From an optimization exercise on the open Yosys and OpenROAD flow, aimed at small area; shortcuts taken in it are not production practice.
No functional check of the RTL was part of this run.
Power figures rest on the tool's default switching activity, not on a simulated workload.

==> flow/config.mk <==
export PLATFORM = sky130hd
export DESIGN_NAME = check_receive_window
export DESIGN_NICKNAME = check_receive_window
export VERILOG_FILES = /design/flow/design.v
export SDC_FILE = /design/flow/constraint.sdc
export NUM_CORES = 4
export LEC_CHECK = 0
export CAP_MARGIN = 20
export CORE_MARGIN = 2
export CORE_UTILIZATION = 40
export SLEW_MARGIN = 20
==> flow/constraint.sdc <==
create_clock -name core_clock -period 5.0 [get_ports {clk}]
set_input_delay 1.0000 -clock core_clock [delete_from_list [all_inputs] [get_ports {clk}]]
set_output_delay 1.0000 -clock core_clock [all_outputs]
set_load 0.01 [all_outputs]
==> flow/design.v <==
`timescale 1ns / 1ps
module check_receive_window (
	input clk,
	input rst_n,
	input [63:0] in_tt_data,
	input [7:0] in_tt_ctrl,
	input in_tt_wr,
	input in_buffer_rdy,
	input in_table_wr,
	input [15:0] in_port_number,
	input [15:0] in_buffer_number,
	input [63:0] in_window_start,
	input [63:0] in_window_end,
	input [63:0] in_global_time,
	input [15:0] in_flow_id,
	input in_tt_flag,
	input [15:0] in_tt_length,
	output reg out_tt_flag_clear,
	output [63:0] out_buffer_data,
	output [7:0] out_buffer_ctrl,
	output out_buffer_wr,
	output out_tt_rdy,
	output [3:0] out_switch_port,
	output [3:0] out_switch_buffer,
	output reg out_table_rdy
);
	localparam CHECK_TIME = 2'd0, WAIT_DATA = 2'd1, DROP_DATA = 2'd2, CHECK_ID = 2'd3;
	reg entry_active;           
	reg armed;                  
	reg [3:0] port_onehot;
	reg [3:0] buffer_number;
	reg [63:0] window_start;
	reg [63:0] window_end;
	reg [15:0] flow_id;
	reg [15:0] tt_length;
	reg [1:0] state2;
	reg [1:0] count;            
	reg header_ok;
	reg [63:0] word_a;          
	reg [63:0] word_b;          
	wire carry4 = window_end[3] | (window_end[2] & window_end[1]);
	wire [63:0] end_plus;
	assign end_plus[0] = window_end[0];
	assign end_plus[1] = ~window_end[1];
	assign end_plus[2] = window_end[2] ^ window_end[1];
	assign end_plus[3] = ~(window_end[3] ^ (window_end[2] & window_end[1]));
	wire [30:0] bp;
	assign bp[0] = carry4;
	assign bp[1] = bp[0] & (&window_end[5:4]);
	assign end_plus[4] = window_end[4] ^ bp[0];
	assign end_plus[5] = window_end[5] ^ (bp[0] & (&window_end[4:4]));
	assign bp[2] = bp[1] & (&window_end[7:6]);
	assign end_plus[6] = window_end[6] ^ bp[1];
	assign end_plus[7] = window_end[7] ^ (bp[1] & (&window_end[6:6]));
	assign bp[3] = bp[2] & (&window_end[9:8]);
	assign end_plus[8] = window_end[8] ^ bp[2];
	assign end_plus[9] = window_end[9] ^ (bp[2] & (&window_end[8:8]));
	assign bp[4] = bp[3] & (&window_end[11:10]);
	assign end_plus[10] = window_end[10] ^ bp[3];
	assign end_plus[11] = window_end[11] ^ (bp[3] & (&window_end[10:10]));
	assign bp[5] = bp[4] & (&window_end[13:12]);
	assign end_plus[12] = window_end[12] ^ bp[4];
	assign end_plus[13] = window_end[13] ^ (bp[4] & (&window_end[12:12]));
	assign bp[6] = bp[5] & (&window_end[15:14]);
	assign end_plus[14] = window_end[14] ^ bp[5];
	assign end_plus[15] = window_end[15] ^ (bp[5] & (&window_end[14:14]));
	assign bp[7] = bp[6] & (&window_end[17:16]);
	assign end_plus[16] = window_end[16] ^ bp[6];
	assign end_plus[17] = window_end[17] ^ (bp[6] & (&window_end[16:16]));
	assign bp[8] = bp[7] & (&window_end[19:18]);
	assign end_plus[18] = window_end[18] ^ bp[7];
	assign end_plus[19] = window_end[19] ^ (bp[7] & (&window_end[18:18]));
	assign bp[9] = bp[8] & (&window_end[21:20]);
	assign end_plus[20] = window_end[20] ^ bp[8];
	assign end_plus[21] = window_end[21] ^ (bp[8] & (&window_end[20:20]));
	assign bp[10] = bp[9] & (&window_end[23:22]);
	assign end_plus[22] = window_end[22] ^ bp[9];
	assign end_plus[23] = window_end[23] ^ (bp[9] & (&window_end[22:22]));
	assign bp[11] = bp[10] & (&window_end[25:24]);
	assign end_plus[24] = window_end[24] ^ bp[10];
	assign end_plus[25] = window_end[25] ^ (bp[10] & (&window_end[24:24]));
	assign bp[12] = bp[11] & (&window_end[27:26]);
	assign end_plus[26] = window_end[26] ^ bp[11];
	assign end_plus[27] = window_end[27] ^ (bp[11] & (&window_end[26:26]));
	assign bp[13] = bp[12] & (&window_end[29:28]);
	assign end_plus[28] = window_end[28] ^ bp[12];
	assign end_plus[29] = window_end[29] ^ (bp[12] & (&window_end[28:28]));
	assign bp[14] = bp[13] & (&window_end[31:30]);
	assign end_plus[30] = window_end[30] ^ bp[13];
	assign end_plus[31] = window_end[31] ^ (bp[13] & (&window_end[30:30]));
	assign bp[15] = bp[14] & (&window_end[33:32]);
	assign end_plus[32] = window_end[32] ^ bp[14];
	assign end_plus[33] = window_end[33] ^ (bp[14] & (&window_end[32:32]));
	assign bp[16] = bp[15] & (&window_end[35:34]);
	assign end_plus[34] = window_end[34] ^ bp[15];
	assign end_plus[35] = window_end[35] ^ (bp[15] & (&window_end[34:34]));
	assign bp[17] = bp[16] & (&window_end[37:36]);
	assign end_plus[36] = window_end[36] ^ bp[16];
	assign end_plus[37] = window_end[37] ^ (bp[16] & (&window_end[36:36]));
	assign bp[18] = bp[17] & (&window_end[39:38]);
	assign end_plus[38] = window_end[38] ^ bp[17];
	assign end_plus[39] = window_end[39] ^ (bp[17] & (&window_end[38:38]));
	assign bp[19] = bp[18] & (&window_end[41:40]);
	assign end_plus[40] = window_end[40] ^ bp[18];
	assign end_plus[41] = window_end[41] ^ (bp[18] & (&window_end[40:40]));
	assign bp[20] = bp[19] & (&window_end[43:42]);
	assign end_plus[42] = window_end[42] ^ bp[19];
	assign end_plus[43] = window_end[43] ^ (bp[19] & (&window_end[42:42]));
	assign bp[21] = bp[20] & (&window_end[45:44]);
	assign end_plus[44] = window_end[44] ^ bp[20];
	assign end_plus[45] = window_end[45] ^ (bp[20] & (&window_end[44:44]));
	assign bp[22] = bp[21] & (&window_end[47:46]);
	assign end_plus[46] = window_end[46] ^ bp[21];
	assign end_plus[47] = window_end[47] ^ (bp[21] & (&window_end[46:46]));
	assign bp[23] = bp[22] & (&window_end[49:48]);
	assign end_plus[48] = window_end[48] ^ bp[22];
	assign end_plus[49] = window_end[49] ^ (bp[22] & (&window_end[48:48]));
	assign bp[24] = bp[23] & (&window_end[51:50]);
	assign end_plus[50] = window_end[50] ^ bp[23];
	assign end_plus[51] = window_end[51] ^ (bp[23] & (&window_end[50:50]));
	assign bp[25] = bp[24] & (&window_end[53:52]);
	assign end_plus[52] = window_end[52] ^ bp[24];
	assign end_plus[53] = window_end[53] ^ (bp[24] & (&window_end[52:52]));
	assign bp[26] = bp[25] & (&window_end[55:54]);
	assign end_plus[54] = window_end[54] ^ bp[25];
	assign end_plus[55] = window_end[55] ^ (bp[25] & (&window_end[54:54]));
	assign bp[27] = bp[26] & (&window_end[57:56]);
	assign end_plus[56] = window_end[56] ^ bp[26];
	assign end_plus[57] = window_end[57] ^ (bp[26] & (&window_end[56:56]));
	assign bp[28] = bp[27] & (&window_end[59:58]);
	assign end_plus[58] = window_end[58] ^ bp[27];
	assign end_plus[59] = window_end[59] ^ (bp[27] & (&window_end[58:58]));
	assign bp[29] = bp[28] & (&window_end[61:60]);
	assign end_plus[60] = window_end[60] ^ bp[28];
	assign end_plus[61] = window_end[61] ^ (bp[28] & (&window_end[60:60]));
	assign bp[30] = bp[29] & (&window_end[63:62]);
	assign end_plus[62] = window_end[62] ^ bp[29];
	assign end_plus[63] = window_end[63] ^ (bp[29] & (&window_end[62:62]));
	wire expired, start_ok, end_ok;
	ge64 ge_exp (.a(in_global_time), .b(end_plus), .y(expired));
	ge64 ge_start (.a(word_a), .b(window_start), .y(start_ok));
	ge64 ge_end (.a(window_end), .b(word_a), .y(end_ok));
	wire time_ok = start_ok && end_ok;
	wire id_ok = word_b[63:32] == {flow_id, tt_length};
	wire ctrl_end = in_tt_ctrl == 8'h01;
	wire in_check = state2 == CHECK_TIME;
	wire in_wait = state2 == WAIT_DATA;
	wire take0 = in_check && armed && count == 2'd0 && in_tt_wr;
	wire take1 = in_check && count == 2'd1 && in_tt_wr;
	wire fwd_hdr = in_wait && (count == 2'd1 || count == 2'd2);
	wire pass = in_wait && count == 2'd3;
	always @(posedge clk or negedge rst_n) begin
		if (!rst_n) begin
			entry_active <= 1'b0;
			armed <= 1'b0;
			out_table_rdy <= 1'b0;
			out_tt_flag_clear <= 1'b0;
		end else begin
			out_table_rdy <= !entry_active && !in_table_wr;
			out_tt_flag_clear <= entry_active && expired && in_tt_flag && header_ok;
			if (!entry_active) begin
				if (in_table_wr) begin
					entry_active <= 1'b1;
					armed <= 1'b1;
				end
			end else if (expired && (!in_tt_flag || header_ok)) begin
				entry_active <= 1'b0;
			end
		end
	end
	always @(posedge clk) begin
		if (!entry_active && in_table_wr) begin
			port_onehot <= {in_port_number == 16'd4, in_port_number == 16'd3,
			                in_port_number == 16'd2, in_port_number == 16'd1};
			buffer_number <= in_buffer_number[3:0];
			window_start <= in_window_start;
			window_end <= in_window_end;
			flow_id <= in_flow_id;
			tt_length <= in_tt_length;
		end
	end
	always @(posedge clk or negedge rst_n) begin
		if (!rst_n) begin
			state2 <= CHECK_TIME;
			count <= 2'd0;
			header_ok <= 1'b0;
		end else begin
			case (state2)
			CHECK_TIME: begin
				if (count == 2'd2) begin
					count <= 2'd0;
					if (time_ok) begin
						header_ok <= 1'b1;
						state2 <= CHECK_ID;
					end else begin
						state2 <= DROP_DATA;
					end
				end else if (take0 || take1) begin
					count <= count + 2'd1;
					header_ok <= 1'b0;
				end
			end
			CHECK_ID: state2 <= id_ok ? WAIT_DATA : DROP_DATA;
			DROP_DATA: if (ctrl_end) state2 <= CHECK_TIME;
			WAIT_DATA: begin
				if (count >= 2'd2 && ctrl_end) begin
					state2 <= CHECK_TIME;
					count <= 2'd0;
				end else if (count != 2'd3) begin
					count <= count + 2'd1;
				end
			end
			endcase
		end
	end
	always @(posedge clk) begin
		if (take0 || take1) word_b <= in_tt_data;
		if (take1 || (in_wait && count == 2'd1)) word_a <= word_b;
	end
	assign out_tt_rdy = (in_check && count == 2'd0) || state2 == DROP_DATA || (pass && in_buffer_rdy);
	assign out_buffer_wr = fwd_hdr || (pass && in_tt_wr);
	assign out_buffer_data = fwd_hdr ? word_a : in_tt_data;
	assign out_buffer_ctrl = fwd_hdr ? 8'd0 : in_tt_ctrl;
	assign out_switch_port = port_onehot;
	assign out_switch_buffer = buffer_number;
endmodule
module ge64 (
	input [63:0] a,
	input [63:0] b,
	output y
);
	wire [63:0] g0 = a & ~b;
	wire [63:0] t0 = a | ~b;
	wire [31:0] g1, t1;
	wire [15:0] g2, t2;
	wire [7:0] g3, t3;
	wire [3:0] g4, t4;
	wire [1:0] g5, t5;
	genvar i;
	generate
		for (i = 0; i < 32; i = i + 1) begin : l1
			assign g1[i] = g0[2*i+1] | (t0[2*i+1] & g0[2*i]);
			assign t1[i] = t0[2*i+1] & t0[2*i];
		end
		for (i = 0; i < 16; i = i + 1) begin : l2
			assign g2[i] = g1[2*i+1] | (t1[2*i+1] & g1[2*i]);
			assign t2[i] = t1[2*i+1] & t1[2*i];
		end
		for (i = 0; i < 8; i = i + 1) begin : l3
			assign g3[i] = g2[2*i+1] | (t2[2*i+1] & g2[2*i]);
			assign t3[i] = t2[2*i+1] & t2[2*i];
		end
		for (i = 0; i < 4; i = i + 1) begin : l4
			assign g4[i] = g3[2*i+1] | (t3[2*i+1] & g3[2*i]);
			assign t4[i] = t3[2*i+1] & t3[2*i];
		end
		for (i = 0; i < 2; i = i + 1) begin : l5
			assign g5[i] = g4[2*i+1] | (t4[2*i+1] & g4[2*i]);
			assign t5[i] = t4[2*i+1] & t4[2*i];
		end
	endgenerate
	assign y = g5[1] | (t5[1] & (g5[0] | t5[0]));
endmodule
==> flow/flow/run.sh <==
#!/bin/bash
# ORFS layout with an area-oriented ABC mapping, smaller port buffers and a
# leaner clock tree. Everything else is the standard flow (standard.sh).
set -euo pipefail
here=$(pwd)
# copy of the ORFS scripts with only the ABC script replaced
rm -rf "$here/orfs_scripts"
cp -r "$FLOW_HOME/scripts" "$here/orfs_scripts"
cp "$here/flow/abc.script" "$here/orfs_scripts/abc_speed.script"
export SCRIPTS_DIR="$here/orfs_scripts"
export BUFFER_PORTS_ARGS="-buffer_cell sky130_fd_sc_hd__buf_1"
export CTS_ARGS="-sink_clustering_enable -repair_clock_nets -dont_use_dummy_load -buf_list sky130_fd_sc_hd__clkbuf_8 -sink_clustering_size 16 -sink_clustering_max_diameter 80"
bash standard.sh > flow_make.log 2>&1
==> flow/flow/abc.script <==
strash
dch
map -D 3000
strash
dch
map -D 3000
topo
stime -c
buffer -c
upsize -c
dnsize -c
==> flow/standard.sh <==
#!/bin/bash
# synth_recipe.tcl (not shown) runs the flow's synth.tcl, then flattens the netlist and writes it again
# the make line also repeats each setting of config.mk as NAME=value (left out here)
make -C /OpenROAD-flow-scripts/flow DESIGN_CONFIG=/design/flow/config.mk WORK_HOME=/design/flow/orfs CLKGATE_MAP_FILE= SYNTH_SCRIPT=/design/flow/synth_recipe.tcl "${@:-finish}"
==> flow_summary_export.csv <==
group,metric,value,unit
layout,area_growth,20.4,%
yosys,netlist_area,0.0146,mm^2
drt,drtIter0Drc,708,
floorplanning,dieArea,0.0381,mm^2
place,dp_hpwl,32.9,mm
layout,most-common-layout-cells,"buf_1 (405), edfxtp_1 (296), inv_1 (194)",
global_route,grt_max_degree,81,
sta,setup_tns,-2.29,ns
global_route,overflow,0,
yosys,yosysWarnings,1,
setup_path,critPathSlowestCell,"edfxtp_1",
sta,skew,0.0468,ns
sta,clock.fmax,0.163,GHz
sta,worst_slew_pin_slew,1.02,ns
floorplanning,core,0.0363,mm^2
drt,dr.pass1.iters,5,
floorplanning,start_util,40.3,%
drt,via_per_inst,5.15,
layout,drive_gt1_share,7.27,%
cts,clk_path_buf_depth,3,
outcome,status,"finished with violations",
cts,cts_buffers,25,
pwr,irDropWorstVdd,0.252,mV
cts,clkLatencyLatePin,0.57,ns
sta,rsz0062_at_grt,"true",
cts,clkTransAtPathRegs,0.10,ns
setup_path,r2r_slack,-1.15,ns
cts,cts_hold_buf,0,
setup_path,r2r-end,"out_tt_flag_clear",
pwr,p_leak,6.62,nW
run,drv_cap,0,
sta,finalCritPeriodShare,123,%
setup_path,critPathCaptureType,"flip-flop",
floorplanning,die_w,195,um
pwr,power_density,425,mW/mm^2
global_route,grt_antenna_before_repair,6,
yosys,synth_nets,1678,
layout,fin_nets,2153,
yosys,seq_area_frac_synth,62.3,%
worst_hold_path,hp-class,"in2async",
yosys,syn_inst,1302,
setup_path,cp_max_fo,3,
cts,cts-root-buf,"clkbuf_8",
place,gp_congestion,0.884,
global_route,grt_pass1_vias,11326,
global_route,grtUsageTotal,21.6,%
setup_path,slowest_delay,0.39,ns
yosys,ys_ff_latch,305,
floorplanning,fp.dieH,195,um
drt,ant_nets,0,
setup_path,worstSetupStartpointType,"flip-flop",
cts,cts_tree,"built",
place,port_buffers,405,
layout,final_cells,2246,
place,dp_cells,2209,
outcome,failed_checks,"negative setup slack",
cts,cts.sinks,305,
yosys,synthFlopType,"edfxtp_1",
cts,cts-htree-levels,1,
setup_path,crit_top_cell,"and3_4",
yosys,avgSynthCellArea,11.2,um^2
setup_path,crit_type,"reg2reg",
sta,fin_ws,-1.15,ns
setup_path,crit_arrival,6.64,ns
floorplanning,io_pins,418,
sta,hold_viol,0,
setup_path,r2r_cells,40,
setup_path,r2r_start,"window_end[1]",
drt,dr_total_vias,11565,
sta,maxSlewViolCount,0,
layout,fillerInstances,3458,
global_route,grt_pass1_wl,63.4,mm
sta,slew_headroom,31.5,%
drt,route.final.wire_length,41.7,mm
yosys,synth-async-reset-ratio,2.95,%
floorplanning,rows,70,
sta,setup_violations,2,
yosys,yosysUniqueCellTypes,56,
drt,wl_per_cell,18.6,um
setup_path,required,5.49,ns
layout,final_common_cell,"buf_1",
yosys,synth_edf_count,296,
sta,fin_crit,6.15,ns
drt,drc_errors,0,
[worst max-delay path: cells and delay by family (launching register included)]
family	cells	cell delay (ns)
AO/OA/AOI/OAI	4	0.90
buffers and inverters	3	0.26
adder cells (fa/ha/maj)	3	0.57
flip-flops	1	0.39
AND/OR/NAND/NOR	29	3.79
XOR/XNOR	1	0.12
[per-stage QoR]
step / setup WS [ns] / utilization [%] / hold WS [ns] / area [um^2] / total power, mW
floorplan: -0.639 / - / 0.400 / 14700 / 5.32
global placement: -1.29 / 47.1 / 0.401 / 17100 / 6.27
detailed placement: -1.41 / 47.1 / 0.405 / 17100 / 6.33
CTS: -1.19 / 48.4 / 0.331 / 17600 / 7.58
global route: -1.62 / 48.5 / 0.362 / 17600 / 8.00
finish: -1.15 / 48.5 / 0.363 / 17600 / 7.47
[Yosys cell counts (all sizes together), types with 2 or more instances]
| library cell | number | area, um^2 |
|---|---|---|
| a2111oi | 4 | 35.0 |
| a211oi | 11 | 82.6 |
| a21boi | 2 | 15.0 |
| a21oi | 38 | 190 |
| a221oi | 16 | 140 |
| a22o | 2 | 17.5 |
| a22oi | 43 | 323 |
| a31oi | 7 | 43.8 |
| a41oi | 3 | 26.3 |
| and3 | 9 | 88.8 |
| clkbuf | 13 | 48.8 |
| dfrtp | 9 | 225 |
| edfxtp | 296 | 8890 |
| ha | 42 | 526 |
| inv | 196 | 736 |
| nand2 | 166 | 626 |
| nand3 | 25 | 173 |
| nand4 | 12 | 90.1 |
| nor2 | 112 | 433 |
| nor3 | 37 | 213 |
| nor4 | 9 | 86.3 |
| o2111ai | 4 | 35.0 |
| o211ai | 7 | 52.6 |
| o21a | 3 | 22.5 |
| o21ai | 110 | 551 |
| o221ai | 11 | 96.3 |
| o22a | 3 | 26.3 |
| o22ai | 48 | 300 |
| o311ai | 3 | 26.3 |
| o31ai | 2 | 15.0 |
| or2 | 7 | 43.8 |
| xnor2 | 37 | 324 |
| xor2 | 3 | 26.3 |
[timing repair]
| action | in CTS | in global routing |
|---|---|---|
| pin swaps | 2 | 0 |
| endpoints found under the hold margin | 0 | 0 |
| setup buffers | 9 | 0 |
| setup endpoints to repair | 2 | 2 |
| resized for setup | 13 | 4 |
| cloned | 0 | 0 |
[cell type report]
type / instances / area, um^2 / area share (%)
Timing Repair Buffer: 462 / 1950 / 11.1
Multi-Input combinational cell: 786 / 4850 / 27.6
Tap cell: 468 / 586 / 3.33
Sequential cell: 305 / 9110 / 51.8
Clock buffer: 25 / 344 / 1.96
Antenna cell: 3 / 7.51 / 0.0427
Inverter: 197 / 742 / 4.22
[per-layer routing]
metal | vias up | wire length, um | GRT usage, %
li1 | 5657 | - | -
met1 | 5468 | 17900 | 28.5
met2 | 378 | 20500 | 37.6
met3 | 56 | 2500 | 3.49
met4 | 6 | 834 | 4.92
met5 | - | 38 | 0
[cells by family (layout without fill, tap and decap cells)]
logic type	after synthesis	after routing	synth area share, %
other cells	0	3	0
buf+inv	211	684	5.42
xor+xnor	40	40	2.40
fa+ha+maj	42	42	3.59
flops	305	305	62.3
simple gates	381	381	12.2
compound gates	323	323	14.0
[where the power goes]
group	internal (mW)	switching, mW	leakage (nW)
logic	0.796	1.71	3.59
registers	3.47	0.283	2.85
clock network	0.446	0.772	0.180
[worst max-delay path by stage]
stage / startpoint / to / cells past startpoint
final: window_end[1] / out_tt_flag_clear / 40
after global routing: window_end[1] / out_tt_flag_clear / 40
after CTS: window_end[1] / out_tt_flag_clear / 40
after detailed placement: window_end[1] / out_tt_flag_clear / 40
after global placement: window_end[1] / out_tt_flag_clear / 40
after floorplan: window_end[1] / out_tt_flag_clear / 39
[registers in the layout, indices dropped and copies added (netlist names)]
signal / count
window_end: 64
window_start: 64
word_a: 64
word_b: 64
flow_id: 16
tt_length: 16
buffer_number: 4
port_onehot: 4
count: 2
state2: 2
armed: 1
entry_active: 1
header_ok: 1
out_table_rdy: 1
out_tt_flag_clear: 1

==> what the ideal ports hide <==
The flow's constraints put no driver on any port. The routed layout listed below was extracted and timed again, unchanged, in two steps.
Step 1 assumes that a clkbuf_16 drives the clock port and a buf_2 every other input.
Step 2 moves the port delays by t, midway between the first and last clock arrival at a register: inputs arrive t later, outputs are due t later. That takes back most of the time a late clock gives input paths.
Three values: ideal ports, drivers, drivers and shift; two values: the first two.
t, ns: 0.594
slack for setup (ns): -1.148 / -1.148 / -1.148
latest minus earliest clock arrival (ns): 0.062 / 0.062
The setup slack of this run moves by 0.000 ns with the drivers and by 0.000 ns with both steps.
